Source: an optimization exercise on an open RTL-to-GDS flow (aim: small area, a short achievable clock period and few clock cycles). Production flows keep margins and buffers that such runs may drop. No run shown here included a check of the RTL's function; only the layout flow was run.

==> flow/design.v (outline; a module is shown in full before it is edited, if it fits) <==
// module CONVCOR: 728 lines
// module CONVCOR_fa: 6 lines
// module CONVCOR_ha: 6 lines
module CONVCOR(
        clk,
        rst_n,
        in_valid,
        in_a,
        in_b,
        in_mode,
        out_valid,
        out
);
  // ...
==> flow/flow/run.sh <==
#!/bin/bash
set -euo pipefail
knobs=(
  SETUP_SLACK_MARGIN=8.6
  "BUFFER_PORTS_ARGS=-buffer_cell sky130_fd_sc_hd__buf_1"
  "CTS_ARGS=-sink_clustering_enable -repair_clock_nets -dont_use_dummy_load -sink_clustering_size 24 -sink_clustering_max_diameter 150"
)
for stage in synth floorplan place cts route finish; do
  bash standard.sh "${knobs[@]}" "$stage" > "log_${stage}.log" 2>&1
done
==> flow/standard.sh <==
#!/bin/bash
# synth_recipe.tcl (not shown) runs the flow's synth.tcl, then flattens the netlist and writes it again
# the make line also repeats each setting of config.mk as NAME=value (left out here)
make -C /OpenROAD-flow-scripts/flow DESIGN_CONFIG=/design/flow/config.mk WORK_HOME=/design/flow/orfs CLKGATE_MAP_FILE= SYNTH_SCRIPT=/design/flow/synth_recipe.tcl "${@:-finish}"
==> flow/config.mk <==
export PLATFORM = sky130hd
export DESIGN_NAME = CONVCOR
export DESIGN_NICKNAME = CONVCOR
export VERILOG_FILES = /design/flow/design.v
export SDC_FILE = /design/flow/constraint.sdc
export NUM_CORES = 4
export LEC_CHECK = 0
export CAP_MARGIN = 20
export CORE_MARGIN = 2
export CORE_UTILIZATION = 55
export SLEW_MARGIN = 20
export SYNTH_HIERARCHICAL = 1
==> flow/constraint.sdc <==
create_clock -name core_clock -period 12.0 [get_ports {clk}]
set_input_delay 2.4000 -clock core_clock [delete_from_list [all_inputs] [get_ports {clk}]]
set_output_delay 2.4000 -clock core_clock [all_outputs]
set_load 0.01 [all_outputs]
==> metrics.md, run 1 <==
| Metric | Value |
|---|---|
| Number of global-route vias before repair | 9815 |
| Total Wirelength | 30.84 mm |
| Worst Setup Slack, final | 8636 ps |
| Synth Cell Area | 14780 um^2 |
| Hold bufs inserted after CTS | 0 |
| Initial core utilization | around 55% |
| Most flops, register | out |
| Final-layout fill cell count | 2228 |
| Largest cells by area after synthesis | fa_1 (35%), dfxtp_1 (29%), nand2_1 (5.8%), mux2_2 (4.9%), ha_1 (3.6%) |
| #MultiIn Comb | 961 |
| Critical Path End | out[27] |
| Row cnt | 60 |
| Avg Synthesized Cell Area | 11.80 um^2 |
| Fraction of area in multi-input gates | between 60% and 70% |
| Routed wl met3 | 1.397 mm |
| Status | finished clean |
| CP endpoint kind | output port |
| Synth top area share | a little over a third |
| Crit. path cell count | 1 |
| Max reg flops | 36 |
| Latest clock arrival within the worst-skew pair | 500 ps |
| Inverters | 14 |
| Place WS | 8308 ps |
==> run 2: changes to the inputs <==
--- a/flow/design.v
+++ b/flow/design.v
@@ -30,95 +30,97 @@
     else if ((mode && st == 4'd3) || st == 4'd9)
         st_n = 4'd0;
     else
         st_n = st + 4'd1;
 end
 wire s0 = (st == 4'd0), s1 = (st == 4'd1), s2 = (st == 4'd2), s3 = (st == 4'd3);
 wire s4 = (st == 4'd4), s5 = (st == 4'd5), s6 = (st == 4'd6), s7 = (st == 4'd7);
 wire s8 = (st == 4'd8);
-wire early   = s0 | s1 | s2;           
 wire xa_pins = s0 | (mode & (s1 | s2));
+wire xa_ra2  = ~mode & (s2 | s4 | s5 | s6 | s7);
 wire xb_pins = s0 | s1 | (mode & s2);
-wire xb_rb2  = ~mode & (s2 | s4 | s5);
-wire xb_rb1  = ~mode & s7;
+wire xb_rb2  = ~mode & (s2 | s3 | s4 | s7 | s8);
+wire xb_rb1  = ~mode & s5;
 always @(posedge clk) begin
     st <= st_n;
     if (s0 & in_valid) mode <= in_mode;
-    xa  <= xa_pins ? in_a : ra1;
-    ra1 <= early ? in_a : ra2;
-    ra2 <= (s5 | s6) ? ra1 : xa;
+    if (xa_pins)     xa <= in_a;
+    else if (xa_ra2) xa <= ra2;
+    if (~s3) ra1 <= xa;
+    if (~s3) ra2 <= (s1 | s2) ? in_a : ra1;
     if (xb_pins)     xb <= in_bx;
     else if (xb_rb2) xb <= rb2;
     else if (xb_rb1) xb <= rb1;
-    rb1 <= early ? in_bx : rb2;
-    rb2 <= rb1;
+    if (s2) rb1 <= in_bx;
+    if (~(s5 | s6)) rb2 <= xb;
 end
 reg acc_n, ov_n;
 always @(*) begin
     acc_n = 1'b0; ov_n = 1'b0;
     if (s0)
         ov_n = in_valid & ~in_mode;
     else if (mode) begin
         acc_n = s1 | s2;
         ov_n  = s2;
     end else begin
         acc_n = s2 | s4 | s5 | s7;
         ov_n  = s2 | s5 | s7 | s8;
     end
 end
-reg        acc, ov;          
+reg        acc, ov, m0;      
 reg        acc2, ov2;        
 always @(posedge clk) begin
     acc2 <= acc;
     ov2  <= ov & rst_n;
     acc <= acc_n;
     ov  <= ov_n & rst_n;
+    m0  <= ~cur_mode;
 end
 wire [7:0] ar = xa[15:8];
 wire [7:0] ai = xa[7:0];
 wire [7:0] br = xb[15:8];
 wire [7:0] bx = xb[7:0];    
 wire [7:0] by = ~bx;        
-wire [7:0] cr = ai & {8{~mode}};  
-wire [7:0] ci = ar & {8{mode}};   
+wire [7:0] cr = ai & {8{m0}};     
+wire [7:0] ci = ar & {8{~m0}};    
 wire [17:0] acc_r = out[35:18] & {18{acc2}};
 wire [17:0] acc_i = out[17:0]  & {18{acc2}};
 wire tra_1, tra_2;
 CONVCOR_fa u_tra_1 (.a(~(ar[0] & br[6])), .b(~(ar[1] & br[5])), .c(~(ar[2] & br[4])), .s(tra_1), .co(tra_2));
 wire tra_3, tra_4;
 CONVCOR_fa u_tra_3 (.a((ar[0] & br[7])), .b(~(ar[1] & br[6])), .c(~(ar[2] & br[5])), .s(tra_3), .co(tra_4));
 wire tra_5, tra_6;
 CONVCOR_fa u_tra_5 (.a(~(ar[3] & br[4])), .b(~(ar[4] & br[3])), .c(~(ar[5] & br[2])), .s(tra_5), .co(tra_6));
 wire tra_7, tra_8;
 CONVCOR_fa u_tra_7 (.a(~(ar[6] & br[1])), .b((ar[7] & br[0])), .c((ai[0] & bx[7])), .s(tra_7), .co(tra_8));
 wire tra_9, tra_10;
 CONVCOR_fa u_tra_9 (.a((ar[1] & br[7])), .b(~(ar[2] & br[6])), .c(~(ar[3] & br[5])), .s(tra_9), .co(tra_10));
 wire tra_11, tra_12;
 CONVCOR_fa u_tra_11 (.a(~(ar[4] & br[4])), .b(~(ar[5] & br[3])), .c(~(ar[6] & br[2])), .s(tra_11), .co(tra_12));
-wire tra_13, tra_14;
-CONVCOR_fa u_tra_13 (.a((ar[7] & br[1])), .b((ai[1] & bx[7])), .c(1'b1), .s(tra_13), .co(tra_14));
+wire tra_13 = ~((ar[7] & br[1]) ^ (ai[1] & bx[7]));
+wire tra_14 = (ar[7] & br[1]) | (ai[1] & bx[7]);
 wire tra_15, tra_16;
 CONVCOR_fa u_tra_15 (.a((ar[2] & br[7])), .b(~(ar[3] & br[6])), .c(~(ar[4] & br[5])), .s(tra_15), .co(tra_16));
 wire tra_17, tra_18;
 CONVCOR_fa u_tra_17 (.a(~(ar[0] & br[4])), .b(~(ar[1] & br[3])), .c(~(ar[2] & br[2])), .s(tra_17), .co(tra_18));
 wire tra_19, tra_20;
 CONVCOR_fa u_tra_19 (.a(~(ar[0] & br[5])), .b(~(ar[1] & br[4])), .c(~(ar[2] & br[3])), .s(tra_19), .co(tra_20));
 wire tra_21, tra_22;
 CONVCOR_fa u_tra_21 (.a(~(ar[3] & br[2])), .b(~(ar[4] & br[1])), .c(~(ar[5] & br[0])), .s(tra_21), .co(tra_22));
-wire tra_23, tra_24;
-CONVCOR_fa u_tra_23 (.a(~(ai[0] & bx[5])), .b(~(ai[1] & bx[4])), .c(1'b1), .s(tra_23), .co(tra_24));
+wire tra_23 = ~(~(ai[0] & bx[5]) ^ ~(ai[1] & bx[4]));
+wire tra_24 = ~(ai[0] & bx[5]) | ~(ai[1] & bx[4]);
 wire tra_25, tra_26;
 CONVCOR_fa u_tra_25 (.a(~(ar[3] & br[3])), .b(~(ar[4] & br[2])), .c(~(ar[5] & br[1])), .s(tra_25), .co(tra_26));
 wire tra_27, tra_28;
 CONVCOR_fa u_tra_27 (.a(~(ar[6] & br[0])), .b(~(ai[0] & bx[6])), .c(~(ai[1] & bx[5])), .s(tra_27), .co(tra_28));
 wire tra_29, tra_30;
 CONVCOR_fa u_tra_29 (.a(~(ai[2] & bx[4])), .b(~(ai[3] & bx[3])), .c(~(ai[4] & bx[2])), .s(tra_29), .co(tra_30));
-wire tra_31, tra_32;
-CONVCOR_fa u_tra_31 (.a(~(ai[5] & bx[1])), .b(~(ai[6] & bx[0])), .c(1'b1), .s(tra_31), .co(tra_32));
+wire tra_31 = ~(~(ai[5] & bx[1]) ^ ~(ai[6] & bx[0]));
+wire tra_32 = ~(ai[5] & bx[1]) | ~(ai[6] & bx[0]);
 wire tra_33, tra_34;
 CONVCOR_fa u_tra_33 (.a(~(ai[1] & bx[6])), .b(~(ai[2] & bx[5])), .c(~(ai[3] & bx[4])), .s(tra_33), .co(tra_34));
 wire tra_35, tra_36;
 CONVCOR_fa u_tra_35 (.a(~(ai[4] & bx[3])), .b(~(ai[5] & bx[2])), .c(~(ai[6] & bx[1])), .s(tra_35), .co(tra_36));
 wire tra_37, tra_38;
 CONVCOR_ha u_tra_37 (.a((ai[7] & bx[0])), .b(cr[7]), .s(tra_37), .co(tra_38));
 wire tra_39, tra_40;
 CONVCOR_fa u_tra_39 (.a(tra_3), .b(tra_5), .c(tra_7), .s(tra_39), .co(tra_40));
@@ -141,28 +143,28 @@
 wire tra_57, tra_58;
 CONVCOR_fa u_tra_57 (.a((ar[3] & br[7])), .b(~(ar[4] & br[6])), .c(~(ar[5] & br[5])), .s(tra_57), .co(tra_58));
 wire tra_59, tra_60;
 CONVCOR_fa u_tra_59 (.a(~(ar[6] & br[4])), .b((ar[7] & br[3])), .c((ai[3] & bx[7])), .s(tra_59), .co(tra_60));
 wire tra_61, tra_62;
 CONVCOR_fa u_tra_61 (.a(~(ai[4] & bx[6])), .b(~(ai[5] & bx[5])), .c(~(ai[6] & bx[4])), .s(tra_61), .co(tra_62));
 wire tra_63, tra_64;
 CONVCOR_fa u_tra_63 (.a((ar[4] & br[7])), .b(~(ar[5] & br[6])), .c(~(ar[6] & br[5])), .s(tra_63), .co(tra_64));
-wire tra_65, tra_66;
-CONVCOR_fa u_tra_65 (.a(~(ar[0] & br[2])), .b(~(ar[1] & br[1])), .c(1'b1), .s(tra_65), .co(tra_66));
+wire tra_65 = ~(~(ar[0] & br[2]) ^ ~(ar[1] & br[1]));
+wire tra_66 = ~(ar[0] & br[2]) | ~(ar[1] & br[1]);
 wire tra_67, tra_68;
 CONVCOR_fa u_tra_67 (.a(~(ar[0] & br[3])), .b(~(ar[1] & br[2])), .c(~(ar[2] & br[1])), .s(tra_67), .co(tra_68));
 wire tra_69, tra_70;
 CONVCOR_fa u_tra_69 (.a(~(ar[3] & br[0])), .b(~(ai[0] & bx[3])), .c(~(ai[1] & bx[2])), .s(tra_69), .co(tra_70));
 wire tra_71, tra_72;
 CONVCOR_fa u_tra_71 (.a(~(ar[3] & br[1])), .b(~(ar[4] & br[0])), .c(~(ai[0] & bx[4])), .s(tra_71), .co(tra_72));
 wire tra_73, tra_74;
 CONVCOR_fa u_tra_73 (.a(~(ai[1] & bx[3])), .b(~(ai[2] & bx[2])), .c(~(ai[3] & bx[1])), .s(tra_73), .co(tra_74));
-wire tra_75, tra_76;
-CONVCOR_fa u_tra_75 (.a(~(ai[4] & bx[0])), .b(~cr[4]), .c(1'b1), .s(tra_75), .co(tra_76));
+wire tra_75 = ~(~(ai[4] & bx[0]) ^ ~cr[4]);
+wire tra_76 = ~(ai[4] & bx[0]) | ~cr[4];
 wire tra_77, tra_78;
 CONVCOR_fa u_tra_77 (.a(~(ai[2] & bx[3])), .b(~(ai[3] & bx[2])), .c(~(ai[4] & bx[1])), .s(tra_77), .co(tra_78));
 wire tra_79, tra_80;
 CONVCOR_fa u_tra_79 (.a(~(ai[5] & bx[0])), .b(~cr[5]), .c(tra_19), .s(tra_79), .co(tra_80));
 wire tra_81, tra_82;
 CONVCOR_fa u_tra_81 (.a(tra_21), .b(tra_23), .c(tra_18), .s(tra_81), .co(tra_82));
 wire tra_83, tra_84;
 CONVCOR_fa u_tra_83 (.a(~cr[6]), .b(tra_1), .c(tra_25), .s(tra_83), .co(tra_84));
@@ -199,22 +201,22 @@
 wire tra_115, tra_116;
 CONVCOR_fa u_tra_115 (.a(~(ai[6] & bx[5])), .b((ai[7] & bx[4])), .c(tra_63), .s(tra_115), .co(tra_116));
 wire tra_117, tra_118;
 CONVCOR_fa u_tra_117 (.a(tra_58), .b(tra_60), .c(tra_62), .s(tra_117), .co(tra_118));
 wire tra_119, tra_120;
 CONVCOR_fa u_tra_119 (.a((ar[5] & br[7])), .b(~(ar[6] & br[6])), .c((ar[7] & br[5])), .s(tra_119), .co(tra_120));
 wire tra_121, tra_122;
 CONVCOR_fa u_tra_121 (.a((ai[5] & bx[7])), .b(~(ai[6] & bx[6])), .c((ai[7] & bx[5])), .s(tra_121), .co(tra_122));
-wire tra_123, tra_124;
-CONVCOR_fa u_tra_123 (.a(~(ar[0] & br[1])), .b(~(ar[1] & br[0])), .c(1'b1), .s(tra_123), .co(tra_124));
+wire tra_123 = ~(~(ar[0] & br[1]) ^ ~(ar[1] & br[0]));
+wire tra_124 = ~(ar[0] & br[1]) | ~(ar[1] & br[0]);
 wire tra_125, tra_126;
 CONVCOR_fa u_tra_125 (.a(~(ar[2] & br[0])), .b(~(ai[0] & bx[2])), .c(~(ai[1] & bx[1])), .s(tra_125), .co(tra_126));
-wire tra_127, tra_128;
-CONVCOR_fa u_tra_127 (.a(~(ai[2] & bx[0])), .b(~cr[2]), .c(1'b1), .s(tra_127), .co(tra_128));
+wire tra_127 = ~(~(ai[2] & bx[0]) ^ ~cr[2]);
+wire tra_128 = ~(ai[2] & bx[0]) | ~cr[2];
 wire tra_129, tra_130;
 CONVCOR_fa u_tra_129 (.a(~(ai[2] & bx[1])), .b(~(ai[3] & bx[0])), .c(~cr[3]), .s(tra_129), .co(tra_130));
 wire tra_131, tra_132;
 CONVCOR_fa u_tra_131 (.a(tra_67), .b(tra_69), .c(tra_66), .s(tra_131), .co(tra_132));
 wire tra_133, tra_134;
 CONVCOR_fa u_tra_133 (.a(tra_17), .b(tra_71), .c(tra_73), .s(tra_133), .co(tra_134));
 wire tra_135, tra_136;
 CONVCOR_fa u_tra_135 (.a(tra_75), .b(tra_68), .c(tra_70), .s(tra_135), .co(tra_136));
@@ -249,18 +251,18 @@
 wire tra_165, tra_166;
 CONVCOR_fa u_tra_165 (.a(tra_64), .b(tra_119), .c(tra_121), .s(tra_165), .co(tra_166));
 wire tra_167, tra_168;
 CONVCOR_fa u_tra_167 (.a(tra_114), .b(tra_116), .c(tra_118), .s(tra_167), .co(tra_168));
 wire tra_169, tra_170;
 CONVCOR_fa u_tra_169 (.a((ar[6] & br[7])), .b((ar[7] & br[6])), .c((ai[6] & bx[7])), .s(tra_169), .co(tra_170));
 wire tra_171, tra_172;
 CONVCOR_fa u_tra_171 (.a((ai[7] & bx[6])), .b(tra_120), .c(tra_122), .s(tra_171), .co(tra_172));
-wire tra_173, tra_174;
-CONVCOR_fa u_tra_173 (.a(~(ai[0] & bx[1])), .b(~(ai[1] & bx[0])), .c(1'b1), .s(tra_173), .co(tra_174));
+wire tra_173 = ~(~(ai[0] & bx[1]) ^ ~(ai[1] & bx[0]));
+wire tra_174 = ~(ai[0] & bx[1]) | ~(ai[1] & bx[0]);
 wire tra_175, tra_176;
 CONVCOR_fa u_tra_175 (.a(tra_65), .b(tra_125), .c(tra_127), .s(tra_175), .co(tra_176));
 wire tra_177, tra_178;
 CONVCOR_fa u_tra_177 (.a(tra_129), .b(tra_126), .c(tra_128), .s(tra_177), .co(tra_178));
 wire tra_179, tra_180;
 CONVCOR_fa u_tra_179 (.a(tra_130), .b(tra_133), .c(tra_135), .s(tra_179), .co(tra_180));
 wire tra_181, tra_182;
 CONVCOR_fa u_tra_181 (.a(tra_137), .b(tra_134), .c(tra_136), .s(tra_181), .co(tra_182));
@@ -326,18 +328,18 @@
     tr_p13_0 <= tra_168;
     tr_p13_1 <= tra_197;
     tr_p13_2 <= tra_196;
     tr_p14_0 <= tra_172;
     tr_p14_1 <= tra_199;
     tr_p14_2 <= tra_198;
     tr_p15_0 <= tra_200;
 end
-wire trb_1, trb_2;
-CONVCOR_fa u_trb_1 (.a(tr_p0_0), .b(tr_p0_1), .c(1'b1), .s(trb_1), .co(trb_2));
+wire trb_1 = ~(tr_p0_0 ^ tr_p0_1);
+wire trb_2 = tr_p0_0 | tr_p0_1;
 wire trb_3, trb_4;
 CONVCOR_fa u_trb_3 (.a(tr_p1_0), .b(tr_p1_1), .c(tr_p1_2), .s(trb_3), .co(trb_4));
 wire trb_5, trb_6;
 CONVCOR_fa u_trb_5 (.a(tr_p2_0), .b(tr_p2_1), .c(tr_p2_2), .s(trb_5), .co(trb_6));
 wire trb_7, trb_8;
 CONVCOR_fa u_trb_7 (.a(tr_p3_0), .b(tr_p3_1), .c(tr_p3_2), .s(trb_7), .co(trb_8));
 wire trb_9, trb_10;
 CONVCOR_fa u_trb_9 (.a(tr_p4_0), .b(tr_p4_1), .c(tr_p4_2), .s(trb_9), .co(trb_10));
@@ -356,18 +358,18 @@
 wire trb_23, trb_24;
 CONVCOR_fa u_trb_23 (.a(tr_p11_0), .b(tr_p11_1), .c(tr_p11_2), .s(trb_23), .co(trb_24));
 wire trb_25, trb_26;
 CONVCOR_fa u_trb_25 (.a(tr_p12_0), .b(tr_p12_1), .c(tr_p12_2), .s(trb_25), .co(trb_26));
 wire trb_27, trb_28;
 CONVCOR_fa u_trb_27 (.a(tr_p13_0), .b(tr_p13_1), .c(tr_p13_2), .s(trb_27), .co(trb_28));
 wire trb_29, trb_30;
 CONVCOR_fa u_trb_29 (.a(tr_p14_0), .b(tr_p14_1), .c(tr_p14_2), .s(trb_29), .co(trb_30));
-wire trb_31, trb_32;
-CONVCOR_fa u_trb_31 (.a(tr_p0_2), .b(~acc_r[0]), .c(1'b1), .s(trb_31), .co(trb_32));
+wire trb_31 = ~(tr_p0_2 ^ ~acc_r[0]);
+wire trb_32 = tr_p0_2 | ~acc_r[0];
 wire trb_33, trb_34;
 CONVCOR_fa u_trb_33 (.a(~acc_r[1]), .b(trb_3), .c(trb_2), .s(trb_33), .co(trb_34));
 wire trb_35, trb_36;
 CONVCOR_fa u_trb_35 (.a(~acc_r[2]), .b(trb_5), .c(trb_4), .s(trb_35), .co(trb_36));
 wire trb_37, trb_38;
 CONVCOR_fa u_trb_37 (.a(~acc_r[3]), .b(trb_7), .c(trb_6), .s(trb_37), .co(trb_38));
 wire trb_39, trb_40;
 CONVCOR_fa u_trb_39 (.a(~acc_r[4]), .b(trb_9), .c(trb_8), .s(trb_39), .co(trb_40));
@@ -394,49 +396,112 @@
 wire trb_61, trb_62;
 CONVCOR_fa u_trb_61 (.a(tr_p15_0), .b(~acc_r[15]), .c(trb_30), .s(trb_61), .co(trb_62));
 wire trb_63 = ~(~acc_r[16]);
 wire trb_64 = ~acc_r[16];
 wire trb_65 = ~(~acc_r[17]);
 wire trb_66 = ~acc_r[17];
 wire [17:0] nr_x = {trb_65, trb_63, trb_61, trb_59, trb_57, trb_55, trb_53, trb_51, trb_49, trb_47, trb_45, trb_43, trb_41, trb_39, trb_37, trb_35, trb_33, trb_1};
 wire [17:0] nr_y = {trb_64, trb_62, trb_60, trb_58, trb_56, trb_54, trb_52, trb_50, trb_48, trb_46, trb_44, trb_42, trb_40, trb_38, trb_36, trb_34, trb_32, trb_31};
-wire [17:0] nr = ~(nr_x + nr_y + 18'd1);    
+wire [17:0] nr_g = nr_x & nr_y;
+wire [17:0] nr_p = nr_x ^ nr_y;
+wire nr_G1 = nr_g[0] | (nr_p[0] & 1'b1);
+wire nr_P1 = nr_p[0] & 1'b0;
+wire nr_G2 = nr_g[2] | (nr_p[2] & nr_g[1]);
+wire nr_P2 = nr_p[2] & nr_p[1];
+wire nr_G3 = nr_g[4] | (nr_p[4] & nr_g[3]);
+wire nr_P3 = nr_p[4] & nr_p[3];
+wire nr_G4 = nr_g[6] | (nr_p[6] & nr_g[5]);
+wire nr_P4 = nr_p[6] & nr_p[5];
+wire nr_G5 = nr_g[8] | (nr_p[8] & nr_g[7]);
+wire nr_P5 = nr_p[8] & nr_p[7];
+wire nr_G6 = nr_g[10] | (nr_p[10] & nr_g[9]);
+wire nr_P6 = nr_p[10] & nr_p[9];
+wire nr_G7 = nr_g[12] | (nr_p[12] & nr_g[11]);
+wire nr_P7 = nr_p[12] & nr_p[11];
+wire nr_G8 = nr_g[14] | (nr_p[14] & nr_g[13]);
+wire nr_P8 = nr_p[14] & nr_p[13];
+wire nr_G9 = nr_g[16] | (nr_p[16] & nr_g[15]);
+wire nr_P9 = nr_p[16] & nr_p[15];
+wire nr_G10 = nr_G2 | (nr_P2 & nr_G1);
+wire nr_P10 = nr_P2 & nr_P1;
+wire nr_G11 = nr_G4 | (nr_P4 & nr_G3);
+wire nr_P11 = nr_P4 & nr_P3;
+wire nr_G12 = nr_G6 | (nr_P6 & nr_G5);
+wire nr_P12 = nr_P6 & nr_P5;
+wire nr_G13 = nr_G8 | (nr_P8 & nr_G7);
+wire nr_P13 = nr_P8 & nr_P7;
+wire nr_G14 = nr_G11 | (nr_P11 & nr_G10);
+wire nr_P14 = nr_P11 & nr_P10;
+wire nr_G15 = nr_G13 | (nr_P13 & nr_G12);
+wire nr_P15 = nr_P13 & nr_P12;
+wire nr_G16 = nr_G15 | (nr_P15 & nr_G14);
+wire nr_P16 = nr_P15 & nr_P14;
+wire nr_G17 = nr_G12 | (nr_P12 & nr_G14);
+wire nr_P17 = nr_P12 & nr_P14;
+wire nr_G18 = nr_G3 | (nr_P3 & nr_G10);
+wire nr_P18 = nr_P3 & nr_P10;
+wire nr_G19 = nr_G5 | (nr_P5 & nr_G14);
+wire nr_P19 = nr_P5 & nr_P14;
+wire nr_G20 = nr_G7 | (nr_P7 & nr_G17);
+wire nr_P20 = nr_P7 & nr_P17;
+wire nr_G21 = nr_G9 | (nr_P9 & nr_G16);
+wire nr_P21 = nr_P9 & nr_P16;
+wire nr_G22 = nr_g[1] | (nr_p[1] & nr_G1);
+wire nr_P22 = nr_p[1] & nr_P1;
+wire nr_G23 = nr_g[3] | (nr_p[3] & nr_G10);
+wire nr_P23 = nr_p[3] & nr_P10;
+wire nr_G24 = nr_g[5] | (nr_p[5] & nr_G18);
+wire nr_P24 = nr_p[5] & nr_P18;
+wire nr_G25 = nr_g[7] | (nr_p[7] & nr_G14);
+wire nr_P25 = nr_p[7] & nr_P14;
+wire nr_G26 = nr_g[9] | (nr_p[9] & nr_G19);
+wire nr_P26 = nr_p[9] & nr_P19;
+wire nr_G27 = nr_g[11] | (nr_p[11] & nr_G17);
+wire nr_P27 = nr_p[11] & nr_P17;
+wire nr_G28 = nr_g[13] | (nr_p[13] & nr_G20);
+wire nr_P28 = nr_p[13] & nr_P20;
+wire nr_G29 = nr_g[15] | (nr_p[15] & nr_G16);
+wire nr_P29 = nr_p[15] & nr_P16;
+wire nr_G30 = nr_g[17] | (nr_p[17] & nr_G21);
+wire nr_P30 = nr_p[17] & nr_P21;
+wire [17:0] nr_c = {nr_G21, nr_G29, nr_G16, nr_G28, nr_G20, nr_G27, nr_G17, nr_G26, nr_G19, nr_G25, nr_G14, nr_G24, nr_G18, nr_G23, nr_G10, nr_G22, nr_G1, 1'b1};
+wire [17:0] nr = ~(nr_p ^ nr_c);
 wire tia_1, tia_2;
 CONVCOR_fa u_tia_1 (.a(~(ai[0] & br[6])), .b(~(ai[1] & br[5])), .c(~(ai[2] & br[4])), .s(tia_1), .co(tia_2));
 wire tia_3, tia_4;
 CONVCOR_fa u_tia_3 (.a((ai[0] & br[7])), .b(~(ai[1] & br[6])), .c(~(ai[2] & br[5])), .s(tia_3), .co(tia_4));
 wire tia_5, tia_6;
 CONVCOR_fa u_tia_5 (.a(~(ai[3] & br[4])), .b(~(ai[4] & br[3])), .c(~(ai[5] & br[2])), .s(tia_5), .co(tia_6));
 wire tia_7, tia_8;
 CONVCOR_fa u_tia_7 (.a(~(ai[6] & br[1])), .b((ai[7] & br[0])), .c((ar[0] & by[7])), .s(tia_7), .co(tia_8));
 wire tia_9, tia_10;
 CONVCOR_fa u_tia_9 (.a((ai[1] & br[7])), .b(~(ai[2] & br[6])), .c(~(ai[3] & br[5])), .s(tia_9), .co(tia_10));
 wire tia_11, tia_12;
 CONVCOR_fa u_tia_11 (.a(~(ai[4] & br[4])), .b(~(ai[5] & br[3])), .c(~(ai[6] & br[2])), .s(tia_11), .co(tia_12));
-wire tia_13, tia_14;
-CONVCOR_fa u_tia_13 (.a((ai[7] & br[1])), .b((ar[1] & by[7])), .c(1'b1), .s(tia_13), .co(tia_14));
+wire tia_13 = ~((ai[7] & br[1]) ^ (ar[1] & by[7]));
+wire tia_14 = (ai[7] & br[1]) | (ar[1] & by[7]);
 wire tia_15, tia_16;
 CONVCOR_fa u_tia_15 (.a((ai[2] & br[7])), .b(~(ai[3] & br[6])), .c(~(ai[4] & br[5])), .s(tia_15), .co(tia_16));
 wire tia_17, tia_18;
 CONVCOR_fa u_tia_17 (.a(~(ai[0] & br[4])), .b(~(ai[1] & br[3])), .c(~(ai[2] & br[2])), .s(tia_17), .co(tia_18));
 wire tia_19, tia_20;
 CONVCOR_fa u_tia_19 (.a(~(ai[0] & br[5])), .b(~(ai[1] & br[4])), .c(~(ai[2] & br[3])), .s(tia_19), .co(tia_20));
 wire tia_21, tia_22;
 CONVCOR_fa u_tia_21 (.a(~(ai[3] & br[2])), .b(~(ai[4] & br[1])), .c(~(ai[5] & br[0])), .s(tia_21), .co(tia_22));
-wire tia_23, tia_24;
-CONVCOR_fa u_tia_23 (.a(~(ar[0] & by[5])), .b(~(ar[1] & by[4])), .c(1'b1), .s(tia_23), .co(tia_24));
+wire tia_23 = ~(~(ar[0] & by[5]) ^ ~(ar[1] & by[4]));
+wire tia_24 = ~(ar[0] & by[5]) | ~(ar[1] & by[4]);
 wire tia_25, tia_26;
 CONVCOR_fa u_tia_25 (.a(~(ai[3] & br[3])), .b(~(ai[4] & br[2])), .c(~(ai[5] & br[1])), .s(tia_25), .co(tia_26));
 wire tia_27, tia_28;
 CONVCOR_fa u_tia_27 (.a(~(ai[6] & br[0])), .b(~(ar[0] & by[6])), .c(~(ar[1] & by[5])), .s(tia_27), .co(tia_28));
 wire tia_29, tia_30;
 CONVCOR_fa u_tia_29 (.a(~(ar[2] & by[4])), .b(~(ar[3] & by[3])), .c(~(ar[4] & by[2])), .s(tia_29), .co(tia_30));
-wire tia_31, tia_32;
-CONVCOR_fa u_tia_31 (.a(~(ar[5] & by[1])), .b(~(ar[6] & by[0])), .c(1'b1), .s(tia_31), .co(tia_32));
+wire tia_31 = ~(~(ar[5] & by[1]) ^ ~(ar[6] & by[0]));
+wire tia_32 = ~(ar[5] & by[1]) | ~(ar[6] & by[0]);
 wire tia_33, tia_34;
 CONVCOR_fa u_tia_33 (.a(~(ar[1] & by[6])), .b(~(ar[2] & by[5])), .c(~(ar[3] & by[4])), .s(tia_33), .co(tia_34));
 wire tia_35, tia_36;
 CONVCOR_fa u_tia_35 (.a(~(ar[4] & by[3])), .b(~(ar[5] & by[2])), .c(~(ar[6] & by[1])), .s(tia_35), .co(tia_36));
 wire tia_37, tia_38;
 CONVCOR_ha u_tia_37 (.a((ar[7] & by[0])), .b(ci[7]), .s(tia_37), .co(tia_38));
 wire tia_39, tia_40;
 CONVCOR_fa u_tia_39 (.a(tia_3), .b(tia_5), .c(tia_7), .s(tia_39), .co(tia_40));
@@ -459,28 +524,28 @@
 wire tia_57, tia_58;
 CONVCOR_fa u_tia_57 (.a((ai[3] & br[7])), .b(~(ai[4] & br[6])), .c(~(ai[5] & br[5])), .s(tia_57), .co(tia_58));
 wire tia_59, tia_60;
 CONVCOR_fa u_tia_59 (.a(~(ai[6] & br[4])), .b((ai[7] & br[3])), .c((ar[3] & by[7])), .s(tia_59), .co(tia_60));
 wire tia_61, tia_62;
 CONVCOR_fa u_tia_61 (.a(~(ar[4] & by[6])), .b(~(ar[5] & by[5])), .c(~(ar[6] & by[4])), .s(tia_61), .co(tia_62));
 wire tia_63, tia_64;
 CONVCOR_fa u_tia_63 (.a((ai[4] & br[7])), .b(~(ai[5] & br[6])), .c(~(ai[6] & br[5])), .s(tia_63), .co(tia_64));
-wire tia_65, tia_66;
-CONVCOR_fa u_tia_65 (.a(~(ai[0] & br[2])), .b(~(ai[1] & br[1])), .c(1'b1), .s(tia_65), .co(tia_66));
+wire tia_65 = ~(~(ai[0] & br[2]) ^ ~(ai[1] & br[1]));
+wire tia_66 = ~(ai[0] & br[2]) | ~(ai[1] & br[1]);
 wire tia_67, tia_68;
 CONVCOR_fa u_tia_67 (.a(~(ai[0] & br[3])), .b(~(ai[1] & br[2])), .c(~(ai[2] & br[1])), .s(tia_67), .co(tia_68));
 wire tia_69, tia_70;
 CONVCOR_fa u_tia_69 (.a(~(ai[3] & br[0])), .b(~(ar[0] & by[3])), .c(~(ar[1] & by[2])), .s(tia_69), .co(tia_70));
 wire tia_71, tia_72;
 CONVCOR_fa u_tia_71 (.a(~(ai[3] & br[1])), .b(~(ai[4] & br[0])), .c(~(ar[0] & by[4])), .s(tia_71), .co(tia_72));
 wire tia_73, tia_74;
 CONVCOR_fa u_tia_73 (.a(~(ar[1] & by[3])), .b(~(ar[2] & by[2])), .c(~(ar[3] & by[1])), .s(tia_73), .co(tia_74));
-wire tia_75, tia_76;
-CONVCOR_fa u_tia_75 (.a(~(ar[4] & by[0])), .b(~ci[4]), .c(1'b1), .s(tia_75), .co(tia_76));
+wire tia_75 = ~(~(ar[4] & by[0]) ^ ~ci[4]);
+wire tia_76 = ~(ar[4] & by[0]) | ~ci[4];
 wire tia_77, tia_78;
 CONVCOR_fa u_tia_77 (.a(~(ar[2] & by[3])), .b(~(ar[3] & by[2])), .c(~(ar[4] & by[1])), .s(tia_77), .co(tia_78));
 wire tia_79, tia_80;
 CONVCOR_fa u_tia_79 (.a(~(ar[5] & by[0])), .b(~ci[5]), .c(tia_19), .s(tia_79), .co(tia_80));
 wire tia_81, tia_82;
 CONVCOR_fa u_tia_81 (.a(tia_21), .b(tia_23), .c(tia_18), .s(tia_81), .co(tia_82));
 wire tia_83, tia_84;
 CONVCOR_fa u_tia_83 (.a(~ci[6]), .b(tia_1), .c(tia_25), .s(tia_83), .co(tia_84));
@@ -517,22 +582,22 @@
 wire tia_115, tia_116;
 CONVCOR_fa u_tia_115 (.a(~(ar[6] & by[5])), .b((ar[7] & by[4])), .c(tia_63), .s(tia_115), .co(tia_116));
 wire tia_117, tia_118;
 CONVCOR_fa u_tia_117 (.a(tia_58), .b(tia_60), .c(tia_62), .s(tia_117), .co(tia_118));
 wire tia_119, tia_120;
 CONVCOR_fa u_tia_119 (.a((ai[5] & br[7])), .b(~(ai[6] & br[6])), .c((ai[7] & br[5])), .s(tia_119), .co(tia_120));
 wire tia_121, tia_122;
 CONVCOR_fa u_tia_121 (.a((ar[5] & by[7])), .b(~(ar[6] & by[6])), .c((ar[7] & by[5])), .s(tia_121), .co(tia_122));
-wire tia_123, tia_124;
-CONVCOR_fa u_tia_123 (.a(~(ai[0] & br[1])), .b(~(ai[1] & br[0])), .c(1'b1), .s(tia_123), .co(tia_124));
+wire tia_123 = ~(~(ai[0] & br[1]) ^ ~(ai[1] & br[0]));
+wire tia_124 = ~(ai[0] & br[1]) | ~(ai[1] & br[0]);
 wire tia_125, tia_126;
 CONVCOR_fa u_tia_125 (.a(~(ai[2] & br[0])), .b(~(ar[0] & by[2])), .c(~(ar[1] & by[1])), .s(tia_125), .co(tia_126));
-wire tia_127, tia_128;
-CONVCOR_fa u_tia_127 (.a(~(ar[2] & by[0])), .b(~ci[2]), .c(1'b1), .s(tia_127), .co(tia_128));
+wire tia_127 = ~(~(ar[2] & by[0]) ^ ~ci[2]);
+wire tia_128 = ~(ar[2] & by[0]) | ~ci[2];
 wire tia_129, tia_130;
 CONVCOR_fa u_tia_129 (.a(~(ar[2] & by[1])), .b(~(ar[3] & by[0])), .c(~ci[3]), .s(tia_129), .co(tia_130));
 wire tia_131, tia_132;
 CONVCOR_fa u_tia_131 (.a(tia_67), .b(tia_69), .c(tia_66), .s(tia_131), .co(tia_132));
 wire tia_133, tia_134;
 CONVCOR_fa u_tia_133 (.a(tia_17), .b(tia_71), .c(tia_73), .s(tia_133), .co(tia_134));
 wire tia_135, tia_136;
 CONVCOR_fa u_tia_135 (.a(tia_75), .b(tia_68), .c(tia_70), .s(tia_135), .co(tia_136));
@@ -567,18 +632,18 @@
 wire tia_165, tia_166;
 CONVCOR_fa u_tia_165 (.a(tia_64), .b(tia_119), .c(tia_121), .s(tia_165), .co(tia_166));
 wire tia_167, tia_168;
 CONVCOR_fa u_tia_167 (.a(tia_114), .b(tia_116), .c(tia_118), .s(tia_167), .co(tia_168));
 wire tia_169, tia_170;
 CONVCOR_fa u_tia_169 (.a((ai[6] & br[7])), .b((ai[7] & br[6])), .c((ar[6] & by[7])), .s(tia_169), .co(tia_170));
 wire tia_171, tia_172;
 CONVCOR_fa u_tia_171 (.a((ar[7] & by[6])), .b(tia_120), .c(tia_122), .s(tia_171), .co(tia_172));
-wire tia_173, tia_174;
-CONVCOR_fa u_tia_173 (.a(~(ar[0] & by[1])), .b(~(ar[1] & by[0])), .c(1'b1), .s(tia_173), .co(tia_174));
+wire tia_173 = ~(~(ar[0] & by[1]) ^ ~(ar[1] & by[0]));
+wire tia_174 = ~(ar[0] & by[1]) | ~(ar[1] & by[0]);
 wire tia_175, tia_176;
 CONVCOR_fa u_tia_175 (.a(tia_65), .b(tia_125), .c(tia_127), .s(tia_175), .co(tia_176));
 wire tia_177, tia_178;
 CONVCOR_fa u_tia_177 (.a(tia_129), .b(tia_126), .c(tia_128), .s(tia_177), .co(tia_178));
 wire tia_179, tia_180;
 CONVCOR_fa u_tia_179 (.a(tia_130), .b(tia_133), .c(tia_135), .s(tia_179), .co(tia_180));
 wire tia_181, tia_182;
 CONVCOR_fa u_tia_181 (.a(tia_137), .b(tia_134), .c(tia_136), .s(tia_181), .co(tia_182));
@@ -644,18 +709,18 @@
     ti_p13_0 <= tia_168;
     ti_p13_1 <= tia_197;
     ti_p13_2 <= tia_196;
     ti_p14_0 <= tia_172;
     ti_p14_1 <= tia_199;
     ti_p14_2 <= tia_198;
     ti_p15_0 <= tia_200;
 end
-wire tib_1, tib_2;
-CONVCOR_fa u_tib_1 (.a(ti_p0_0), .b(ti_p0_1), .c(1'b1), .s(tib_1), .co(tib_2));
+wire tib_1 = ~(ti_p0_0 ^ ti_p0_1);
+wire tib_2 = ti_p0_0 | ti_p0_1;
 wire tib_3, tib_4;
 CONVCOR_fa u_tib_3 (.a(ti_p1_0), .b(ti_p1_1), .c(ti_p1_2), .s(tib_3), .co(tib_4));
 wire tib_5, tib_6;
 CONVCOR_fa u_tib_5 (.a(ti_p2_0), .b(ti_p2_1), .c(ti_p2_2), .s(tib_5), .co(tib_6));
 wire tib_7, tib_8;
 CONVCOR_fa u_tib_7 (.a(ti_p3_0), .b(ti_p3_1), .c(ti_p3_2), .s(tib_7), .co(tib_8));
 wire tib_9, tib_10;
 CONVCOR_fa u_tib_9 (.a(ti_p4_0), .b(ti_p4_1), .c(ti_p4_2), .s(tib_9), .co(tib_10));
@@ -674,18 +739,18 @@
 wire tib_23, tib_24;
 CONVCOR_fa u_tib_23 (.a(ti_p11_0), .b(ti_p11_1), .c(ti_p11_2), .s(tib_23), .co(tib_24));
 wire tib_25, tib_26;
 CONVCOR_fa u_tib_25 (.a(ti_p12_0), .b(ti_p12_1), .c(ti_p12_2), .s(tib_25), .co(tib_26));
 wire tib_27, tib_28;
 CONVCOR_fa u_tib_27 (.a(ti_p13_0), .b(ti_p13_1), .c(ti_p13_2), .s(tib_27), .co(tib_28));
 wire tib_29, tib_30;
 CONVCOR_fa u_tib_29 (.a(ti_p14_0), .b(ti_p14_1), .c(ti_p14_2), .s(tib_29), .co(tib_30));
-wire tib_31, tib_32;
-CONVCOR_fa u_tib_31 (.a(ti_p0_2), .b(~acc_i[0]), .c(1'b1), .s(tib_31), .co(tib_32));
+wire tib_31 = ~(ti_p0_2 ^ ~acc_i[0]);
+wire tib_32 = ti_p0_2 | ~acc_i[0];
 wire tib_33, tib_34;
 CONVCOR_fa u_tib_33 (.a(~acc_i[1]), .b(tib_3), .c(tib_2), .s(tib_33), .co(tib_34));
 wire tib_35, tib_36;
 CONVCOR_fa u_tib_35 (.a(~acc_i[2]), .b(tib_5), .c(tib_4), .s(tib_35), .co(tib_36));
 wire tib_37, tib_38;
 CONVCOR_fa u_tib_37 (.a(~acc_i[3]), .b(tib_7), .c(tib_6), .s(tib_37), .co(tib_38));
 wire tib_39, tib_40;
 CONVCOR_fa u_tib_39 (.a(~acc_i[4]), .b(tib_9), .c(tib_8), .s(tib_39), .co(tib_40));
@@ -712,17 +777,80 @@
 wire tib_61, tib_62;
 CONVCOR_fa u_tib_61 (.a(ti_p15_0), .b(~acc_i[15]), .c(tib_30), .s(tib_61), .co(tib_62));
 wire tib_63 = ~(~acc_i[16]);
 wire tib_64 = ~acc_i[16];
 wire tib_65 = ~(~acc_i[17]);
 wire tib_66 = ~acc_i[17];
 wire [17:0] ni_x = {tib_65, tib_63, tib_61, tib_59, tib_57, tib_55, tib_53, tib_51, tib_49, tib_47, tib_45, tib_43, tib_41, tib_39, tib_37, tib_35, tib_33, tib_1};
 wire [17:0] ni_y = {tib_64, tib_62, tib_60, tib_58, tib_56, tib_54, tib_52, tib_50, tib_48, tib_46, tib_44, tib_42, tib_40, tib_38, tib_36, tib_34, tib_32, tib_31};
-wire [17:0] ni = ~(ni_x + ni_y + 18'd1);    
+wire [17:0] ni_g = ni_x & ni_y;
+wire [17:0] ni_p = ni_x ^ ni_y;
+wire ni_G1 = ni_g[0] | (ni_p[0] & 1'b1);
+wire ni_P1 = ni_p[0] & 1'b0;
+wire ni_G2 = ni_g[2] | (ni_p[2] & ni_g[1]);
+wire ni_P2 = ni_p[2] & ni_p[1];
+wire ni_G3 = ni_g[4] | (ni_p[4] & ni_g[3]);
+wire ni_P3 = ni_p[4] & ni_p[3];
+wire ni_G4 = ni_g[6] | (ni_p[6] & ni_g[5]);
+wire ni_P4 = ni_p[6] & ni_p[5];
+wire ni_G5 = ni_g[8] | (ni_p[8] & ni_g[7]);
+wire ni_P5 = ni_p[8] & ni_p[7];
+wire ni_G6 = ni_g[10] | (ni_p[10] & ni_g[9]);
+wire ni_P6 = ni_p[10] & ni_p[9];
+wire ni_G7 = ni_g[12] | (ni_p[12] & ni_g[11]);
+wire ni_P7 = ni_p[12] & ni_p[11];
+wire ni_G8 = ni_g[14] | (ni_p[14] & ni_g[13]);
+wire ni_P8 = ni_p[14] & ni_p[13];
+wire ni_G9 = ni_g[16] | (ni_p[16] & ni_g[15]);
+wire ni_P9 = ni_p[16] & ni_p[15];
+wire ni_G10 = ni_G2 | (ni_P2 & ni_G1);
+wire ni_P10 = ni_P2 & ni_P1;
+wire ni_G11 = ni_G4 | (ni_P4 & ni_G3);
+wire ni_P11 = ni_P4 & ni_P3;
+wire ni_G12 = ni_G6 | (ni_P6 & ni_G5);
+wire ni_P12 = ni_P6 & ni_P5;
+wire ni_G13 = ni_G8 | (ni_P8 & ni_G7);
+wire ni_P13 = ni_P8 & ni_P7;
+wire ni_G14 = ni_G11 | (ni_P11 & ni_G10);
+wire ni_P14 = ni_P11 & ni_P10;
+wire ni_G15 = ni_G13 | (ni_P13 & ni_G12);
+wire ni_P15 = ni_P13 & ni_P12;
+wire ni_G16 = ni_G15 | (ni_P15 & ni_G14);
+wire ni_P16 = ni_P15 & ni_P14;
+wire ni_G17 = ni_G12 | (ni_P12 & ni_G14);
+wire ni_P17 = ni_P12 & ni_P14;
+wire ni_G18 = ni_G3 | (ni_P3 & ni_G10);
+wire ni_P18 = ni_P3 & ni_P10;
+wire ni_G19 = ni_G5 | (ni_P5 & ni_G14);
+wire ni_P19 = ni_P5 & ni_P14;
+wire ni_G20 = ni_G7 | (ni_P7 & ni_G17);
+wire ni_P20 = ni_P7 & ni_P17;
+wire ni_G21 = ni_G9 | (ni_P9 & ni_G16);
+wire ni_P21 = ni_P9 & ni_P16;
+wire ni_G22 = ni_g[1] | (ni_p[1] & ni_G1);
+wire ni_P22 = ni_p[1] & ni_P1;
+wire ni_G23 = ni_g[3] | (ni_p[3] & ni_G10);
+wire ni_P23 = ni_p[3] & ni_P10;
+wire ni_G24 = ni_g[5] | (ni_p[5] & ni_G18);
+wire ni_P24 = ni_p[5] & ni_P18;
+wire ni_G25 = ni_g[7] | (ni_p[7] & ni_G14);
+wire ni_P25 = ni_p[7] & ni_P14;
+wire ni_G26 = ni_g[9] | (ni_p[9] & ni_G19);
+wire ni_P26 = ni_p[9] & ni_P19;
+wire ni_G27 = ni_g[11] | (ni_p[11] & ni_G17);
+wire ni_P27 = ni_p[11] & ni_P17;
+wire ni_G28 = ni_g[13] | (ni_p[13] & ni_G20);
+wire ni_P28 = ni_p[13] & ni_P20;
+wire ni_G29 = ni_g[15] | (ni_p[15] & ni_G16);
+wire ni_P29 = ni_p[15] & ni_P16;
+wire ni_G30 = ni_g[17] | (ni_p[17] & ni_G21);
+wire ni_P30 = ni_p[17] & ni_P21;
+wire [17:0] ni_c = {ni_G21, ni_G29, ni_G16, ni_G28, ni_G20, ni_G27, ni_G17, ni_G26, ni_G19, ni_G25, ni_G14, ni_G24, ni_G18, ni_G23, ni_G10, ni_G22, ni_G1, 1'b1};
+wire [17:0] ni = ~(ni_p ^ ni_c);
 always @(posedge clk) begin
     if (!rst_n)
         out_valid <= 1'b0;
     else
         out_valid <= ov2;
     out <= {nr, ni};
 end
 endmodule
==> flow/flow/run.sh (replaced) <==
#!/bin/bash
# Standard ORFS layout, with repair_timing aiming for extra setup slack so the
# layout is sized for a shorter period than the 12 ns constraint, plain
# buffers on the ports, larger clock sink clusters and no dummy clock loads.
set -euo pipefail
bash standard.sh SETUP_SLACK_MARGIN=8.7 \
  "BUFFER_PORTS_ARGS=-buffer_cell sky130_fd_sc_hd__buf_1" \
  "CTS_ARGS=-sink_clustering_enable -repair_clock_nets -dont_use_dummy_load -sink_clustering_size 24 -sink_clustering_max_diameter 150" \
  finish > flow_standard.log 2>&1
==> flow/config.mk (replaced) <==
export PLATFORM = sky130hd
export DESIGN_NAME = CONVCOR
export DESIGN_NICKNAME = CONVCOR
export VERILOG_FILES = /design/flow/design.v
export SDC_FILE = /design/flow/constraint.sdc
export NUM_CORES = 4
export LEC_CHECK = 0
export CAP_MARGIN = 20
export CORE_MARGIN = 2
export CORE_UTILIZATION = 40
export SLEW_MARGIN = 20
export SYNTH_HIERARCHICAL = 1
==> run 2 against run 1 <==
  * Sequential share of layout area up 1.8 points
  * Fmax down 0.13%
  * Area after synthesis up 3.1%
  * Synthesized cell count down 3.1%
  * Critical path type unchanged
  * Largest cell class unchanged
  * Worst setup slack worse by 4.5 ps
  * Highest routed layer unchanged
  * Sequential cell count up 1
  * Count of clock-buffer cells in the layout unchanged
==> metrics.md, run 2 <==
| Metric | Value |
|---|---|
| Crit path largest cell delay | 370 ps |
| FF+latch count, synth | 235 |
| Vias | 9313 |
| Cell with the most instances after synthesis | fa_1 |
| CTS sink cnt | 235 |
| Final-layout fill cell count | 3367 (+51%) |
| Die extent in x | 199.2 um |
| I/O pin cnt | 73 |
| WS Path Type | flip-flop to output port |
| Most frequent cells in the layout | fa_1 (246), nand2_1 (201), buf_4 (118) |
| Final core occ | 47.57% |
| CTS tree | yes |
| Final setup fails | 0 |
| Slowest-stage cell, CP | dfxtp_4 |
| RSZ-0062 raised after global routing | true |
| CP endpoint kind | output port |
| Avg Synthesized Cell Area | 12.57 um^2 (+6.4%) |
| Pin count of the biggest net entering global routing | 34 |
| Placer Congestion | between 0.7 and 0.8 |
| Yosys warns | 7 |
| Design Area, Final | 17870 um^2 |
| Post-synth top cells | fa_1 (254), nand2_1 (203), dfxtp_1 (138) |
| Post-synth EDFFs | between 90 and 100 |
| CP Launch Type | flip-flop |
| Gr usage total | 18.20% |
| Hold bufs inserted after CTS | 0 (unchanged) |
| Status | finished clean |
| CP top delay family | flip-flops |
| # Max-Cap Violations | 0 |
| Synth Cell Area | 15240 um^2 (+3.1%) |
| Slew HR | 38.04% |
| CP Max Fanout | 2 |
| Max-slew violation count | 0 |
| Register area | 5728 um^2 |
| Worst Hold Class | flip-flop to flip-flop |
| Nets | 1731 |
| Overflow after GRT | 0 |
| Cts bufs inserted | 13 |
| Dominant synthesized flop cell | dfxtp_1 |
| Synth top area share | 33.36% (-1.9 points) |
| Unique masters post-synth | 48 |
| Die Area | 39680 um^2 |
| Crit path buffers/inverters | 1 |
| Most common cell after layout, fill and taps aside | fa_1 |
| Global-route wire length before repair | 55.25 mm |
| Fmax | 296.9 MHz |
| Ys async rst share | 0% |
| Layout cells sized above 1 | 21.64% |
| Most flops, register | out |
| Initial DRC Count | 512 |
| CP required | 9600 ps |
| Initial antenna violation count | 1 |
| Initial core utilization | 40.56% (-15 points) |
| Final period demand of the worst path | around 3400 ps |
| Latest clock arrival within the worst-skew pair | 490 ps (about the same) |
| Final hold vios | 0 |
| Area grow syn2layout | 17.27% |
| Core Region | 37580 um^2 |
| Fin Setup TNS | 0 ps |
| I/O Buffers | 72 |
| WL/cell | 18.32 um |
| # DRC | 0 |
| Clock Skew | around 26 ps |
| Clk slew on worst S/H paths | 90 ps |
| H-tree depth | 1 |
| Die H | 199.2 um |
| Via density | 4.930 |
| Worst hold margin | 396.3 ps |
| Crit path DAT | 970 ps |
| Cells after synthesis | roughly 1200 |
| Crit-path cells | buf_6 |
| Worst Tran Pin Value | 929.2 ps |
| Area after DPL | roughly 16000 um^2 |
| Row cnt | 71 (+18%) |
| Number of global-route vias before repair | 10300 (+5.0%) |
| Period utilization | 28.07% |
| Dpl hpwl | 22.98 mm |
| Max reg flops | 36 (unchanged) |
| Largest cells by area after synthesis | fa_1 (33%), edfxtp_1 (19%), dfxtp_1 (18%), ha_1 (5.1%), nand2_1 (5.0%) |
| Post-synth top area cell | fa_1 |
| Post-synthesis sequential area ratio | 37.24% |
| Total Wirelength | 34.60 mm (+12%) |
| Area of the multi-input gates | a little over 9000 um^2 |
| Longest Clk Path Bufs | 3 |
| ANT nets after route | 0 |
| DR pass1 iterations | 5 |
| Clk root buf | clkbuf_16 |
run 2: cell types whose count changed after synthesis, sizes merged, moves of 9 or more:
cell	delta
inv	+62
nand2	-26
nor2	-11
and2	+17
dfxtp	-79
clkbuf	-12
xor2	-9
nand2b	-12
edfxtp	+80
ha	+20
mux2	-32
run 2: final timing paths:
check / start / to / slack [ps] / depth (start not counted)
setup / recovery: out[17]$_DFF_P_ / out[17] / 8630 / 1
hold / removal: acc$_SDFF_PP0_ / acc2$_DFF_P_ / 400 / 0
setup reg to reg: xb[13]$_DFFE_PP_ / tr_p9_1$_DFF_P_ / 8630 / 7
hold reg to reg: acc$_SDFF_PP0_ / acc2$_DFF_P_ / 400 / 0
run 2: Yosys stat by module (local to each module, per instance):
module | cells | area [um^2]
CONVCOR_ha | 1 | 12.51
CONVCOR | 971 | 10430
CONVCOR_fa | 1 | 20.02
run 2: what timing repair did:
action / 4_1_cts / 5_1_grt
pin swaps: 8 / 34
buffers inserted: 98 / 28
gates resized for setup: 122 / 38
setup endpoints to repair: 76 / 60
run 2: area by class of cell:
class / count / share of cell area (%)
Multi-Input combinational cell: 848 / 51.43
Sequential cell: 235 / 32.05
Timing Repair Buffer: 205 / 9.520
Tap cell: 511 / 3.577
Clock buffer: 13 / 1.820
Inverter: 76 / 1.596
Antenna cell: 1 / 0.01400
run 2: cell families after synthesis:
logic type / share of synthesized area [%]
compound gates: 3.185
mux: 3.727
fa+ha+maj: 38.45
buf+inv: 3.571
simple gates: 12.01
xor+xnor: 1.822
flops: 37.24
run 2: per-stage QoR:
step | worst slack, ps | cells
floorplan | 8674 | 1213
global placement | 8236 | 1749
detailed placement | 8182 | 1749
CTS | 8606 | 1860
global route | 8583 | 1888
finish | 8631 | 1889
run 2: per-layer routing:
layer  routed length (um)  global-route usage, %  up-vias
met5                    0                      0        -
met4                 1219                  6.219        0
met2                16390                  30.33      288
li1                     -                      -     4170
met1                14900                  24.18     4790
met3                 2087                  3.004       65
==> run 3: changes to the inputs <==
--- a/flow/flow/run.sh
+++ b/flow/flow/run.sh
@@ -4,5 +4,5 @@
 # buffers on the ports, larger clock sink clusters and no dummy clock loads.
 set -euo pipefail
-bash standard.sh SETUP_SLACK_MARGIN=8.7 \
+bash standard.sh SETUP_SLACK_MARGIN=9.0 \
   "BUFFER_PORTS_ARGS=-buffer_cell sky130_fd_sc_hd__buf_1" \
   "CTS_ARGS=-sink_clustering_enable -repair_clock_nets -dont_use_dummy_load -sink_clustering_size 24 -sink_clustering_max_diameter 150" \
==> run 3 against run 2 <==
  * Synthesized cell count unchanged
  * Critical path depth unchanged
  * Highest routed layer unchanged
  * Clock skew down 6.5 ps
  * Cell count is 2.0% higher
  * Register-to-register slack better by 90 ps
==> metrics.md, run 3 <==
| Metric | Value |
|---|---|
| Pin count of the biggest net entering global routing | 34 (unchanged) |
| Clock Skew | 19.03 ps (-6.498 ps) |
| Placer Congestion | 0.8517 (+9.5%) |
| Worst Hold Path EP | acc2$_DFF_P_ |
| Final hold vios | 0 (unchanged) |
| WL/cell | 18.44 um (+0.67%) |
| Post-route non-filler standard cell count | 1926 (+2.0%) |
| Post-synth EDFFs | 97 (unchanged) |
| Max reg flops | 36 (unchanged) |
| Via density | 4.882 (-0.98%) |
| I/O Buffers | 72 (unchanged) |
| Most frequent cells in the layout | fa_1 (210), nand2_1 (193), buf_4 (131) |
| Hold bufs inserted after CTS | 0 (unchanged) |
| R2r startpoint | xa[2]$_DFFE_PP_ |
| Area of the multi-input gates | 9453 um^2 (+2.8%) |
| Gr usage total | 18.59% (+0.39 points) |
| WS Path Type | flip-flop to output port |
| Post-synthesis sequential area ratio | 37.24% (unchanged) |
| R2r endpoint | ti_p9_1$_DFF_P_ |
| Crit path DAT | 940 ps (-30 ps) |
| CP endpoint kind | output port |
| Final-layout fill cell count | 3256 (-3.3%) |
| Nets | 1769 (+2.2%) |
| Place WS | 8296 ps (+114.4 ps) |
| Largest cells by area after synthesis | fa_1 (33%), edfxtp_1 (19%), dfxtp_1 (18%), ha_1 (5.1%), nand2_1 (5.0%) |
| Final period demand of the worst path | 3344 ps (-25.03 ps) |
| CTS tree | yes |
| Cell with the most instances after synthesis | fa_1 |
| Period utilization | 27.86% (-0.21 points) |
| Worst Setup Slack, final | 8656 ps (+25.03 ps) |
| Longest Clk Path Bufs | 3 (unchanged) |
| # Max-Cap Violations | 0 (unchanged) |
| Worst Tran Pin Value | 933.1 ps (+3.916 ps) |
| Core Region | 37580 um^2 (unchanged) |
| Placed insts | 1748 (-0.057%) |
| H-tree depth | 1 (unchanged) |
| DR pass1 iterations | 7 (+2) |
| Die H | 199.2 um (unchanged) |
| Crit path buffers/inverters | 1 (unchanged) |
| Max-slew violation count | 0 (unchanged) |
| Overflow after GRT | 0 (unchanged) |
| ANT nets after route | 0 (unchanged) |
| Setup crit start | out[19]$_DFF_P_ |
| Avg Synthesized Cell Area | 12.57 um^2 (unchanged) |
| Cells after synthesis | 1213 (unchanged) |
| ANT cells | 0 (-1) |
| Yosys warns | 7 (unchanged) |
| Global-route wire length before repair | 56.52 mm (+2.3%) |
| Fmax | 299.1 MHz (+0.75%) |
| Dpl hpwl | 22.99 mm (about the same) |
| Area after DPL | 16010 um^2 (+0.34%) |
| Initial core utilization | 40.56% (unchanged) |
| Dominant synthesized flop cell | dfxtp_1 |
| Synth Cell Area | 15240 um^2 (unchanged) |
| # DRC | 0 (unchanged) |
| Ys async rst share | 0% (unchanged) |
| Post-synth top area cell | fa_1 |
| Crit-path cells | buf_6 |
| CP Max Fanout | 2 (unchanged) |
| Slowest-stage cell, CP | dfxtp_2 |
| Total Wirelength | 35.51 mm (+2.6%) |
| Clk slew on worst S/H paths | 100 ps (about the same) |
| FF+latch count, synth | 235 (unchanged) |
| Vias | 9402 (+0.96%) |
| Die Area | 39680 um^2 (unchanged) |
| CTS sink cnt | 235 (unchanged) |
| Slew HR | 37.79% (-0.25 points) |
| Most flops, register | out |
| Area grow syn2layout | 21.48% |
| R2r worst-path depth | 6 (-1) |
| Synth top area share | 33.36% (unchanged) |
| Hold Crit Depth | 0 (unchanged) |
| Setup slack, reg-to-reg | 8720 ps (+90 ps) |
| Clk root buf | clkbuf_16 |
| I/O pin cnt | 73 (unchanged) |
| Latest clock arrival within the worst-skew pair | 480 ps (about the same) |
| Cts bufs inserted | 13 (unchanged) |
| Layout cells sized above 1 | 28.69% (+7.1 points) |
| Unique masters post-synth | 48 (unchanged) |
| Number of global-route vias before repair | 10480 (+1.7%) |
| CP required | 9600 ps (about the same) |
| Status | finished clean |
| Row cnt | 71 (unchanged) |
| Worst Hold Launch | acc$_SDFF_PP0_ |
| Worst Hold Class | flip-flop to flip-flop |
| Die extent in x | 199.2 um (unchanged) |
| Final setup fails | 0 (unchanged) |
| Crit path largest cell delay | 360 ps (about the same) |
| Initial DRC Count | 638 (+25%) |
| CP Launch Type | flip-flop |
| Post-synth top cells | fa_1 (254), nand2_1 (203), dfxtp_1 (138) |
| CP top delay family | flip-flops |
| Most common cell after layout, fill and taps aside | fa_1 |
| RSZ-0062 raised after global routing | true |
| Initial antenna violation count | 0 (-1) |
| Fin Setup TNS | 0 ps (unchanged) |
| Design Area, Final | 18520 um^2 (+3.6%) |
| Register area | 5737 um^2 (+0.15%) |
==> run 3: layout make-up <==
| class | count | share of cell area (%) |
|---|---|---|
| Sequential cell | 235 | 30.98 |
| Timing Repair Buffer | 243 | 11.22 |
| Multi-Input combinational cell | 848 | 51.05 |
| Inverter | 76 | 1.541 |
| Clock buffer | 13 | 1.757 |
| Tap cell | 511 | 3.453 |
==> run 3: Yosys stat by module (local to each module, per instance) <==
module / times used / cell area (um^2)
CONVCOR_ha: 4 / 12.51
CONVCOR: 1 / 10430
CONVCOR_fa: 238 / 20.02
==> run 3: cell families (layout without fill, tap and decap cells) <==
logic type               after synthesis  in the layout  share of synthesized area (%)
flip-flops                           235            235                          37.24
XOR/XNOR                              30             30                          1.822
AND/OR/NAND/NOR                      377            377                          12.01
adder cells (fa/ha/maj)              316            316                          38.45
AO/OA/AOI/OAI                         76             76                          3.185
multiplexers                          49             49                          3.727
buffers and inverters                130            332                          3.571
==> run 3: metrics by stage <==
stage	util [%]	hold slack [ps]
final	49.28	375.6
after global routing	49.28	374.1
after global placement	42.60	387.5
after CTS	48.18	362.3
after detailed placement	42.60	381.7
after floorplan	-	309.6
==> run 3: timing repair <==
item | CTS | global route
pin swaps | 67 | 59
hold endpoints to repair | 0 | 0
gates resized for setup | 193 | 57
setup buffers | 137 | 28
endpoints found under the setup margin | 98 | 88
==> run 3: worst max path at each step <==
stage / end / slack [ps] / cells past startpoint
finish: out[19] / 8660 / 1
global route: out[4] / 8610 / 1
CTS: out[4] / 8610 / 1
detailed placement: out[15]$_DFF_P_ / 8300 / 11
global placement: out[15]$_DFF_P_ / 8270 / 11
floorplan: tr_p9_1$_DFF_P_ / 8810 / 7
==> run 3: per-layer routing <==
metal	vias to the layer above	GRT usage, %	share of wire [%]	wire [um]
met5	-	0	0	0
met4	0	5.252	3.2	1131
met3	55	3.882	7.3	2581
met2	320	31.81	48	17220
met1	4785	23.89	41	14580
li1	4242	-	-	-

separate check: timing with driven ports:
The results above use ideal ports. As a check the final layouts listed here were re-extracted and re-timed, cells and wires unchanged. Step 1: set_driving_cell puts a clkbuf_16 on clk and a buf_2 on each other input, an assumption about the parent block. Step 2 times the ports against the registers' clock, not the clock port: input delays grow and output delays shrink by t, the midpoint of the rising clock arrivals with the driver on. Slacks: ideal / step 1 / step 2; pairs: ideal / step 1.
run	t (ns)	setup slack, ns	worst register clock-pin slew, ns	worst slew at a driven data input, ns	cell pins on the clock port's net
run 1	0.538	8.636 / 8.585 / 8.333	0.10 / 0.10	0.07	1
run 2	0.527	8.631 / 8.582 / 8.459	0.10 / 0.10	0.06	1
run 3	0.525	8.656 / 8.607 / 8.636	0.10 / 0.10	0.06	1
After both steps every run listed still meets setup and hold. The setup slack of run 1, which loses most, moves by -0.051 ns with the drivers and by -0.303 ns with both steps.
